Context: an optimization exercise on an open-source flow, tuned for small area. The choices shown serve that exercise and are no tape-out recipe. In this exercise RTL edits were held to simulation tests only and were not proved equivalent to the original. Power and IR drop assume default switching activity.

main:
Design AXI_connect, start of the top module:
module AXI_connect
    #( parameter
                ADDR = 32,
                VALID = 1,
                PROT = 3,
                DATA = 32,
                STRB = 4,
                READY = 1,
                RESP = 2
    )
    ( clk, rst,
    M00_AWADDR, M00_ARADDR, M00_AWVALID, M00_WVALID, M00_ARVALID, M00_AWPROT, M00_ARPROT, M00_WDATA, M00_WSTRB, M00_BREADY, M00_RREADY,
    S00_BVALID, S00_RVALID, S00_RDATA, S00_AWREADY, S00_WREADY, S00_ARREADY, S00_BRESP, S00_RRESP,
    S01_BVALID, S01_RVALID, S01_RDATA, S01_AWREADY, S01_WREADY, S01_ARREADY, S01_BRESP, S01_RRESP,
    S02_BVALID, S02_RVALID, S02_RDATA, S02_AWREADY, S02_WREADY, S02_ARREADY, S02_BRESP, S02_RRESP,
    S03_BVALID, S03_RVALID, S03_RDATA, S03_AWREADY, S03_WREADY, S03_ARREADY, S03_BRESP, S03_RRESP,
    S04_BVALID, S04_RVALID, S04_RDATA, S04_AWREADY, S04_WREADY, S04_ARREADY, S04_BRESP, S04_RRESP,
    S05_BVALID, S05_RVALID, S05_RDATA, S05_AWREADY, S05_WREADY, S05_ARREADY, S05_BRESP, S05_RRESP,
    S00_AWADDR, S00_ARADDR, S00_AWVALID, S00_WVALID, S00_ARVALID, S00_AWPROT, S00_ARPROT, S00_WDATA, S00_WSTRB, S00_BREADY, S00_RREADY,
    S01_AWADDR, S01_ARADDR, S01_AWVALID, S01_WVALID, S01_ARVALID, S01_AWPROT, S01_ARPROT, S01_WDATA, S01_WSTRB, S01_BREADY, S01_RREADY,
    S02_AWADDR, S02_ARADDR, S02_AWVALID, S02_WVALID, S02_ARVALID, S02_AWPROT, S02_ARPROT, S02_WDATA, S02_WSTRB, S02_BREADY, S02_RREADY,
    S03_AWADDR, S03_ARADDR, S03_AWVALID, S03_WVALID, S03_ARVALID, S03_AWPROT, S03_ARPROT, S03_WDATA, S03_WSTRB, S03_BREADY, S03_RREADY,
    S04_AWADDR, S04_ARADDR, S04_AWVALID, S04_WVALID, S04_ARVALID, S04_AWPROT, S04_ARPROT, S04_WDATA, S04_WSTRB, S04_BREADY, S04_RREADY,
    S05_AWADDR, S05_ARADDR, S05_AWVALID, S05_WVALID, S05_ARVALID, S05_AWPROT, S05_ARPROT, S05_WDATA, S05_WSTRB, S05_BREADY, S05_RREADY,
    M00_BVALID, M00_RVALID, M00_RDATA, M00_AWREADY, M00_WREADY, M00_ARREADY, M00_BRESP, M00_RRESP
    );
export LEC_CHECK = 0
export CAP_MARGIN = 20
export CORE_AREA = 5 5 365 365
export CTS_BUF_LIST = sky130_fd_sc_hd__clkbuf_1 sky130_fd_sc_hd__clkbuf_2 sky130_fd_sc_hd__clkbuf_4
export DIE_AREA = 0 0 370 370
export PLACE_DENSITY = 0.4
export SLEW_MARGIN = 20
create_clock -name core_clock -period 6.0 [get_ports {clk}]
standard.sh (not shown) runs the stock make flow with config.mk's settings and CLKGATE_MAP_FILE= SYNTH_SCRIPT=/design/flow/synth_recipe.tcl, a recipe that flattens the netlist after the stock synthesis.
==> flow/flow/run.sh <==
#!/bin/bash
# Standard ORFS layout with two changes:
#  - synthesis maps the logic with an area-oriented ABC script (flow/abc_speed.script);
#    everything else in ORFS's scripts is used unchanged (copied to ./orfs_scripts);
#  - the port buffers are the smallest buffer cell;
#  - the pins of each bit of a routed signal are placed side by side (flow/pin_groups.txt).
set -eo pipefail
here=$(pwd)
rm -rf "$here/orfs_scripts"
cp -r "$FLOW_HOME/scripts" "$here/orfs_scripts"
cp "$here/flow/abc_speed.script" "$here/orfs_scripts/abc_speed.script"
export BUFFER_PORTS_ARGS="-buffer_cell sky130_fd_sc_hd__buf_1"
export PLACE_PINS_ARGS="$(cat "$here/flow/pin_groups.txt")"
bash standard.sh SCRIPTS_DIR="$here/orfs_scripts" synth > synth.log 2>&1
bash standard.sh > standard.log 2>&1
Other scripts of this flow, unchanged in this note and not shown: flow/flow/abc_speed.script, flow/flow/pin_groups.txt
Both conditions hold for main: the flow ran to the end and the final layout passed the timing, design-rule and antenna checks.
### main -> the feature branch
# main
export LEC_CHECK = 0
export CAP_MARGIN = 20
export CORE_AREA = 5 5 365 365
export CTS_BUF_LIST = sky130_fd_sc_hd__clkbuf_1 sky130_fd_sc_hd__clkbuf_2 sky130_fd_sc_hd__clkbuf_4
export DIE_AREA = 0 0 370 370
export PLACE_DENSITY = 0.4
export SLEW_MARGIN = 20
create_clock -name core_clock -period 6.0 [get_ports {clk}]
# the feature branch
export LEC_CHECK = 0
export CAP_MARGIN = 20
export CORE_AREA = 5 5 395 395
export CTS_BUF_LIST = sky130_fd_sc_hd__clkbuf_1 sky130_fd_sc_hd__clkbuf_2 sky130_fd_sc_hd__clkbuf_4
export DIE_AREA = 0 0 400 400
export PLACE_DENSITY = 0.9
export SLEW_MARGIN = 20
create_clock -name core_clock -period 6.0 [get_ports {clk}]
## What came out
- The feature branch ended with every stage complete and zero timing, DRC or antenna violations.
- Both conditions hold for main: the flow ran to the end and the final layout passed the timing, design-rule and antenna checks.
- Sort the feature branch and main by fraction of the cycle the final worst path needs asc -> top: the feature branch
- The feature branch: synthesis-to-finish area growth 4.0 points above main
- met2 wire length sits higher in the feature branch than in main.
- Final weighted congestion in routability-driven placement (higher): the feature branch
- Re count of clock-buffer cells in the layout: no difference whatsoever between the feature branch and main.
- Diff the feature branch and main: x dimension of the die higher in the feature branch
- Routed wire length on the feature branch is behind main.
- The feature branch vs main: least setup slack across all paths after layout up in the feature branch
- When the feature branch is set beside main, its initial antenna violation count turns out to be 1 larger.
- In the feature branch, total stage count of the critical path is higher than in main.
- On clock transition at the registers of the reported paths, the feature branch and main are neck and neck.


Another version of the RTL of AXI_connect (not shown whole).
Size: ~860 cells after synthesis, about 10 flip-flops, about 1100 I/O pins, ~6500 sq um of cells after synthesis.
Settings: LEC_CHECK=0, CAP_MARGIN=20, CORE_AREA=5 5 395 395, CTS_BUF_LIST=sky130_fd_sc_hd__clkbuf_2 sky130_fd_sc_hd__clkbuf_4 sky130_fd_sc_hd__clkbuf_8, DIE_AREA=0 0 400 400, GPL_TIMING_DRIVEN=0, PLACE_DENSITY=0.4, SLEW_MARGIN=20; clock period 6.0 ns.
==> flow/flow/run.sh <==
#!/bin/bash
# Standard ORFS layout with two changes:
#  - synthesis maps the logic with an area-oriented ABC script (flow/abc_speed.script);
#    everything else in ORFS's scripts is used unchanged (copied to ./orfs_scripts);
#  - the port buffers are the smallest buffer cell.
set -eo pipefail
here=$(pwd)
rm -rf "$here/orfs_scripts"
cp -r "$FLOW_HOME/scripts" "$here/orfs_scripts"
cp "$here/flow/abc_speed.script" "$here/orfs_scripts/abc_speed.script"
export BUFFER_PORTS_ARGS="-buffer_cell sky130_fd_sc_hd__buf_1"
export REMOVE_ABC_BUFFERS=1
bash standard.sh SCRIPTS_DIR="$here/orfs_scripts" synth > synth.log 2>&1
bash standard.sh > standard.log 2>&1
==> flow/flow/abc_speed.script <==
strash
dch
amap
The first run went through all stages and came out clean.
Then changed:
--- a/flow/flow/run.sh
+++ b/flow/flow/run.sh
@@ -12 +11,0 @@
-export REMOVE_ABC_BUFFERS=1
Total power rises by 82%.
Area after synthesis stays the same.
Utilization rises by 4.2 points.
Combinational power rises by 110%.
Sequential share of layout area falls by 1.4 points.
Register-to-register slack degrades by 0.09 ns.
Then changed:
Settings changed: GPL_TIMING_DRIVEN 0 to default.
=>
- With this change the flow finished with slew limit left
- routed wire length drops by roughly a tenth
- cell count drops by a quarter to a third
- cell area falls by well over a third
- sequential cell count does not change
- hold slack degrades by 0.018 ns
- sequential share of layout area went up by 1.4 points


RTL: one of the versions met above, not the one the previous note started from.
Size: ~1100 I/O pins, roughly 6500 um2 of cells after synthesis.
==> flow/design.v (excerpt) <==
module AXI_connect
    #( parameter
                ADDR = 32,
                VALID = 1,
                PROT = 3,
                DATA = 32,
                STRB = 4,
                READY = 1,
                RESP = 2
    )
    ( clk, rst,
    M00_AWADDR, M00_ARADDR, M00_AWVALID, M00_WVALID, M00_ARVALID, M00_AWPROT, M00_ARPROT, M00_WDATA, M00_WSTRB, M00_BREADY, M00_RREADY,
    S00_BVALID, S00_RVALID, S00_RDATA, S00_AWREADY, S00_WREADY, S00_ARREADY, S00_BRESP, S00_RRESP,
    S01_BVALID, S01_RVALID, S01_RDATA, S01_AWREADY, S01_WREADY, S01_ARREADY, S01_BRESP, S01_RRESP,
    S02_BVALID, S02_RVALID, S02_RDATA, S02_AWREADY, S02_WREADY, S02_ARREADY, S02_BRESP, S02_RRESP,
    S03_BVALID, S03_RVALID, S03_RDATA, S03_AWREADY, S03_WREADY, S03_ARREADY, S03_BRESP, S03_RRESP,
    S04_BVALID, S04_RVALID, S04_RDATA, S04_AWREADY, S04_WREADY, S04_ARREADY, S04_BRESP, S04_RRESP,
    S05_BVALID, S05_RVALID, S05_RDATA, S05_AWREADY, S05_WREADY, S05_ARREADY, S05_BRESP, S05_RRESP,
    S00_AWADDR, S00_ARADDR, S00_AWVALID, S00_WVALID, S00_ARVALID, S00_AWPROT, S00_ARPROT, S00_WDATA, S00_WSTRB, S00_BREADY, S00_RREADY,
    S01_AWADDR, S01_ARADDR, S01_AWVALID, S01_WVALID, S01_ARVALID, S01_AWPROT, S01_ARPROT, S01_WDATA, S01_WSTRB, S01_BREADY, S01_RREADY,
    S02_AWADDR, S02_ARADDR, S02_AWVALID, S02_WVALID, S02_ARVALID, S02_AWPROT, S02_ARPROT, S02_WDATA, S02_WSTRB, S02_BREADY, S02_RREADY,
    S03_AWADDR, S03_ARADDR, S03_AWVALID, S03_WVALID, S03_ARVALID, S03_AWPROT, S03_ARPROT, S03_WDATA, S03_WSTRB, S03_BREADY, S03_RREADY,
  ...
Settings: LEC_CHECK=0, CAP_MARGIN=20, CORE_AREA=5 5 395 395, CTS_BUF_LIST=sky130_fd_sc_hd__clkbuf_1 sky130_fd_sc_hd__clkbuf_2 sky130_fd_sc_hd__clkbuf_4, DIE_AREA=0 0 400 400, PLACE_DENSITY=0.4, SLEW_MARGIN=20; clock period 6.0 ns.
==> flow/flow/run.sh <==
#!/bin/bash
# Standard ORFS layout with two changes:
#  - synthesis maps the logic with an area-oriented ABC script (flow/abc_speed.script);
#    everything else in ORFS's scripts is used unchanged (copied to ./orfs_scripts);
#  - the port buffers are the smallest buffer cell;
#  - the pins of each bit of a routed signal are placed side by side (flow/pin_groups.txt).
set -eo pipefail
here=$(pwd)
rm -rf "$here/orfs_scripts"
cp -r "$FLOW_HOME/scripts" "$here/orfs_scripts"
cp "$here/flow/abc_speed.script" "$here/orfs_scripts/abc_speed.script"
export BUFFER_PORTS_ARGS="-buffer_cell sky130_fd_sc_hd__buf_1"
export PLACE_PINS_ARGS="$(cat "$here/flow/pin_groups.txt")"
bash standard.sh SCRIPTS_DIR="$here/orfs_scripts" synth > synth.log 2>&1
bash standard.sh > standard.log 2>&1
Scripts as last shown in full above: flow/flow/abc_speed.script
Other scripts of this flow, unchanged in this note and not shown: flow/flow/pin_groups.txt
The first run ran to the end with no violations.
Rerun with:
CTS_BUF_LIST = sky130_fd_sc_hd__clkbuf_1 sky130_fd_sc_hd__clkbuf_2   (was sky130_fd_sc_hd__clkbuf_1 sky130_fd_sc_hd__clkbuf_2 sky130_fd_sc_hd__clkbuf_4)
PLACE_DENSITY = 0.7   (was 0.4)
Outcome: The changed run finished with timing, DRC and antenna clean. Setup slack is worse by 420 ps. Critical path depth went down by 1. Final area fell by 0.39%. Power goes down by 2.6%. Sequential share of layout area is about the same. Hold slack gets worse by 22 ps. Synthesized area does not change. Core utilization hardly moves.
Rerun with:
--- a/flow/flow/run.sh
+++ b/flow/flow/run.sh
@@ -12,4 +12,6 @@
 export BUFFER_PORTS_ARGS="-buffer_cell sky130_fd_sc_hd__buf_1"
 export PLACE_PINS_ARGS="$(cat "$here/flow/pin_groups.txt")"
+export PRE_RESIZE_TCL="$here/flow/presize.tcl"
+export REMOVE_ABC_BUFFERS=1
 bash standard.sh SCRIPTS_DIR="$here/orfs_scripts" synth > synth.log 2>&1
 bash standard.sh > standard.log 2>&1
==> flow/flow/presize.tcl (new file) <==
# Before repair_design: drivers of high-fanout nets get a stronger cell of the same
# function, so the repair does not need to split those nets with large buffers.
foreach net [get_nets *] {
  set loads [get_pins -quiet -of_objects $net -filter "direction==input"]
  if { [llength $loads] < 16 } { continue }
  set drvr [get_pins -quiet -of_objects $net -filter "direction==output"]
  if { [llength $drvr] != 1 } { continue }
  set inst [get_cells -of_objects $drvr]
  set ref [get_property $inst ref_name]
  if { ![regexp {^(sky130_fd_sc_hd__\w+)_[12]$} $ref -> base] } { continue }
  set strong [get_lib_cells -quiet */${base}_4]
  if { [llength $strong] == 0 } { continue }
  puts "presize: [get_full_name $inst] $ref -> ${base}_4 (fanout [llength $loads])"
  replace_cell $inst [get_name [lindex $strong 0]]
}
CTS_BUF_LIST = sky130_fd_sc_hd__clkbuf_1 sky130_fd_sc_hd__clkbuf_2 sky130_fd_sc_hd__clkbuf_4   (was sky130_fd_sc_hd__clkbuf_1 sky130_fd_sc_hd__clkbuf_2)
GPL_TIMING_DRIVEN = 0   (was default)
Outcome: Die area does not change; total power is higher by about 4%; synthesized cell count stays the same; clock power went up by about 27%; maximum frequency hardly moves; routed wire length came out higher by about 7%; hold slack is worse by 11 ps; cell count barely changes; clock-buffer cell count is unchanged; utilization barely changes; via count fell by about 1%.
Rerun with:
--- a/flow/flow/run.sh
+++ b/flow/flow/run.sh
@@ -12,6 +12,4 @@
 export BUFFER_PORTS_ARGS="-buffer_cell sky130_fd_sc_hd__buf_1"
 export PLACE_PINS_ARGS="$(cat "$here/flow/pin_groups.txt")"
-export PRE_RESIZE_TCL="$here/flow/presize.tcl"
-export REMOVE_ABC_BUFFERS=1
 bash standard.sh SCRIPTS_DIR="$here/orfs_scripts" synth > synth.log 2>&1
 bash standard.sh > standard.log 2>&1
GPL_TIMING_DRIVEN = default   (was 0)
removed: flow/flow/presize.tcl
What happened:
- final cell count barely changes
- via count barely changes
- register-to-register slack degrades by 50 ps
- design area hardly moves
- sequential power barely changes
- setup slack improved by 3.2 ps
- synthesized area is unchanged
- maximum frequency is about the same
- power went down by 1.7%
Rerun with:
--- a/flow/flow/run.sh
+++ b/flow/flow/run.sh
@@ -11,4 +11,5 @@
 cp "$here/flow/abc_speed.script" "$here/orfs_scripts/abc_speed.script"
 export BUFFER_PORTS_ARGS="-buffer_cell sky130_fd_sc_hd__buf_1"
+export REMOVE_ABC_BUFFERS=1
 export PLACE_PINS_ARGS="$(cat "$here/flow/pin_groups.txt")"
 bash standard.sh SCRIPTS_DIR="$here/orfs_scripts" synth > synth.log 2>&1
GPL_TIMING_DRIVEN = 0   (was default)
PLACE_DENSITY = 0.4   (was 0.7)
Effect: Count of clock-buffer cells in the layout does not change. Hold slack gets better by 55 ps. Power came out higher by 3.5%. Clock skew falls by 6.9 ps. Routed wire length rises by 11%.
Rerun with:
--- a/flow/flow/run.sh
+++ b/flow/flow/run.sh
@@ -11,5 +11,4 @@
 cp "$here/flow/abc_speed.script" "$here/orfs_scripts/abc_speed.script"
 export BUFFER_PORTS_ARGS="-buffer_cell sky130_fd_sc_hd__buf_1"
-export REMOVE_ABC_BUFFERS=1
 export PLACE_PINS_ARGS="$(cat "$here/flow/pin_groups.txt")"
 bash standard.sh SCRIPTS_DIR="$here/orfs_scripts" synth > synth.log 2>&1
CAP_MARGIN = 0   (was 20)
GPL_TIMING_DRIVEN = default   (was 0)
PLACE_DENSITY = 0.7   (was 0.4)
SLEW_MARGIN = 0   (was 20)
Critical path depth is unchanged.
Synthesized area does not change.
Routed wire length drops by roughly a tenth.
Via count drops slightly.
Combinational power drops by a few percent.
Setup slack gets worse by 110 ps.


## the previous run
Starting RTL as in the previous note.
==> flow/design.v (excerpt) <==
module AXI_connect
    #( parameter
                ADDR = 32,
                VALID = 1,
                PROT = 3,
                DATA = 32,
                STRB = 4,
                READY = 1,
                RESP = 2
    )
    ( clk, rst,
    M00_AWADDR, M00_ARADDR, M00_AWVALID, M00_WVALID, M00_ARVALID, M00_AWPROT, M00_ARPROT, M00_WDATA, M00_WSTRB, M00_BREADY, M00_RREADY,
    S00_BVALID, S00_RVALID, S00_RDATA, S00_AWREADY, S00_WREADY, S00_ARREADY, S00_BRESP, S00_RRESP,
    S01_BVALID, S01_RVALID, S01_RDATA, S01_AWREADY, S01_WREADY, S01_ARREADY, S01_BRESP, S01_RRESP,
    S02_BVALID, S02_RVALID, S02_RDATA, S02_AWREADY, S02_WREADY, S02_ARREADY, S02_BRESP, S02_RRESP,
    S03_BVALID, S03_RVALID, S03_RDATA, S03_AWREADY, S03_WREADY, S03_ARREADY, S03_BRESP, S03_RRESP,
    S04_BVALID, S04_RVALID, S04_RDATA, S04_AWREADY, S04_WREADY, S04_ARREADY, S04_BRESP, S04_RRESP,
    S05_BVALID, S05_RVALID, S05_RDATA, S05_AWREADY, S05_WREADY, S05_ARREADY, S05_BRESP, S05_RRESP,
    S00_AWADDR, S00_ARADDR, S00_AWVALID, S00_WVALID, S00_ARVALID, S00_AWPROT, S00_ARPROT, S00_WDATA, S00_WSTRB, S00_BREADY, S00_RREADY,
    S01_AWADDR, S01_ARADDR, S01_AWVALID, S01_WVALID, S01_ARVALID, S01_AWPROT, S01_ARPROT, S01_WDATA, S01_WSTRB, S01_BREADY, S01_RREADY,
    S02_AWADDR, S02_ARADDR, S02_AWVALID, S02_WVALID, S02_ARVALID, S02_AWPROT, S02_ARPROT, S02_WDATA, S02_WSTRB, S02_BREADY, S02_RREADY,
    S03_AWADDR, S03_ARADDR, S03_AWVALID, S03_WVALID, S03_ARVALID, S03_AWPROT, S03_ARPROT, S03_WDATA, S03_WSTRB, S03_BREADY, S03_RREADY,
    S04_AWADDR, S04_ARADDR, S04_AWVALID, S04_WVALID, S04_ARVALID, S04_AWPROT, S04_ARPROT, S04_WDATA, S04_WSTRB, S04_BREADY, S04_RREADY,
  ...
Settings: LEC_CHECK=0, CAP_MARGIN=20, CORE_AREA=5 5 395 395, CTS_BUF_LIST=sky130_fd_sc_hd__clkbuf_1 sky130_fd_sc_hd__clkbuf_2 sky130_fd_sc_hd__clkbuf_4, DIE_AREA=0 0 400 400, GPL_TIMING_DRIVEN=0, PLACE_DENSITY=0.9, SLEW_MARGIN=20; clock period 6.0 ns.
==> flow/flow/run.sh <==
#!/bin/bash
# Standard ORFS layout with two changes:
#  - synthesis maps the logic with an area-oriented ABC script (flow/abc_speed.script);
#    everything else in ORFS's scripts is used unchanged (copied to ./orfs_scripts);
#  - the port buffers are the smallest buffer cell;
#  - the pins of each bit of a routed signal are placed side by side (flow/pin_groups.txt).
set -eo pipefail
here=$(pwd)
rm -rf "$here/orfs_scripts"
cp -r "$FLOW_HOME/scripts" "$here/orfs_scripts"
cp "$here/flow/abc_speed.script" "$here/orfs_scripts/abc_speed.script"
export BUFFER_PORTS_ARGS="-buffer_cell sky130_fd_sc_hd__buf_1"
export PLACE_PINS_ARGS="$(cat "$here/flow/pin_groups.txt")"
export PRE_RESIZE_TCL="$here/flow/presize.tcl"
export REMOVE_ABC_BUFFERS=1
bash standard.sh SCRIPTS_DIR="$here/orfs_scripts" synth > synth.log 2>&1
bash standard.sh > standard.log 2>&1
==> flow/flow/presize.tcl <==
# Before repair_design: drivers of high-fanout nets get a stronger cell of the same
# function, so the repair does not need to split those nets with large buffers.
foreach net [get_nets *] {
  set loads [get_pins -quiet -of_objects $net -filter "direction==input"]
  if { [llength $loads] < 16 } { continue }
  set drvr [get_pins -quiet -of_objects $net -filter "direction==output"]
  if { [llength $drvr] != 1 } { continue }
  set inst [get_cells -of_objects $drvr]
  set ref [get_property $inst ref_name]
  if { ![regexp {^(sky130_fd_sc_hd__\w+)_[12]$} $ref -> base] } { continue }
  set strong [get_lib_cells -quiet */${base}_4]
  if { [llength $strong] == 0 } { continue }
  puts "presize: [get_full_name $inst] $ref -> ${base}_4 (fanout [llength $loads])"
  replace_cell $inst [get_name [lindex $strong 0]]
}
Scripts as last shown in full above: flow/flow/abc_speed.script
Other scripts of this flow, unchanged in this note and not shown: flow/flow/pin_groups.txt
Both conditions hold for the previous run: the flow ran to the end and the final layout passed the timing, design-rule and antenna checks.
Modified inputs, the current run compared to the previous run
# the previous run
export LEC_CHECK = 0
export CAP_MARGIN = 20
export CORE_AREA = 5 5 395 395
export CTS_BUF_LIST = sky130_fd_sc_hd__clkbuf_1 sky130_fd_sc_hd__clkbuf_2 sky130_fd_sc_hd__clkbuf_4
export DIE_AREA = 0 0 400 400
export GPL_TIMING_DRIVEN = 0
export PLACE_DENSITY = 0.9
export SLEW_MARGIN = 20
create_clock -name core_clock -period 6.0 [get_ports {clk}]
# the current run
export LEC_CHECK = 0
export CAP_MARGIN = 10
export CORE_AREA = 5 5 395 395
export CTS_BUF_LIST = sky130_fd_sc_hd__clkbuf_1 sky130_fd_sc_hd__clkbuf_2 sky130_fd_sc_hd__clkbuf_4
export DIE_AREA = 0 0 400 400
export PLACE_DENSITY = 0.7
export SLEW_MARGIN = 10
create_clock -name core_clock -period 6.0 [get_ports {clk}]
-- flow/flow/run.sh --
<<< the previous run, line 14
export PRE_RESIZE_TCL="$here/flow/presize.tcl"
export REMOVE_ABC_BUFFERS=1
>>> the current run, line 14
removed: flow/flow/presize.tcl
### Flow results
Run comparison: the current run source of the critical timing path M00_AWADDR[24]; the previous run source of the critical timing path M00_AWADDR[23]
The current run against the previous run: power share of the combinational group about even, via count of the first global-routing pass fell about 1.4%.
STATUS setup slack: the current run wins against the previous run

-- static timing again, ports no longer ideal --
No port has a modelled driver above. Below, the same layouts with a new extraction and two added sets of constraints. Step 1, drivers: a clkbuf_16 drives clk and a buf_2 each remaining input, both assumed. Step 2 moves the port delays by t, midway between the first and last clock arrival at a register: inputs arrive t later, outputs are due t later. That takes back most of the time a late clock gives input paths. a / b / c = ideal ports / drivers / drivers and shift; a / b = the first two.
| run | t, ns | slack for setup (ns) | latest minus earliest clock arrival (ns) | worst register clock-pin slew, ns | pins driven straight from the clock port |
|---|---|---|---|---|---|
| main | 0.324 | 0.579 / 0.558 / 0.558 | 0.001 / 0.001 | 0.07 / 0.07 | 1 |
| the feature branch | 0.324 | 0.639 / 0.615 / 0.615 | 0.005 / 0.005 | 0.07 / 0.07 | 1 |
| the first run of note 2 | 0.299 | 0.287 / 0.266 / 0.266 | 0.020 / 0.020 | 0.08 / 0.08 | 1 |
| the second run of note 2 | 0.341 | 0.267 / 0.235 / 0.235 | 0.007 / 0.007 | 0.08 / 0.08 | 1 |
| the third run of note 2 | 0.317 | 0.486 / 0.448 / 0.448 | 0.015 / 0.015 | 0.08 / 0.08 | 1 |
| the first run of note 3 | 0.341 | 0.717 / 0.692 / 0.692 | 0.004 / 0.004 | 0.07 / 0.07 | 1 |
| the second run of note 3 | 0.311 | 0.293 / 0.268 / 0.268 | 0.013 / 0.013 | 0.11 / 0.11 | 1 |
| the third run of note 3 | 0.329 | 0.306 / 0.283 / 0.283 | 0.003 / 0.003 | 0.07 / 0.07 | 1 |
| the fourth run of note 3 | 0.326 | 0.309 / 0.284 / 0.284 | 0.009 / 0.010 | 0.07 / 0.07 | 1 |
| the fifth run of note 3 | 0.336 | 0.416 / 0.394 / 0.394 | 0.003 / 0.003 | 0.07 / 0.07 | 1 |
| the sixth run of note 3 | 0.326 | 0.309 / 0.284 / 0.284 | 0.009 / 0.010 | 0.07 / 0.07 | 1 |
| the previous run | 0.332 | 0.128 / 0.104 / 0.104 | 0.004 / 0.004 | 0.07 / 0.07 | 1 |
| the current run | 0.326 | 0.309 / 0.284 / 0.284 | 0.009 / 0.010 | 0.07 / 0.07 | 1 |
The setup slack of the third run of note 2, which loses most, moves by -0.038 ns with the drivers and by -0.038 ns with both steps.
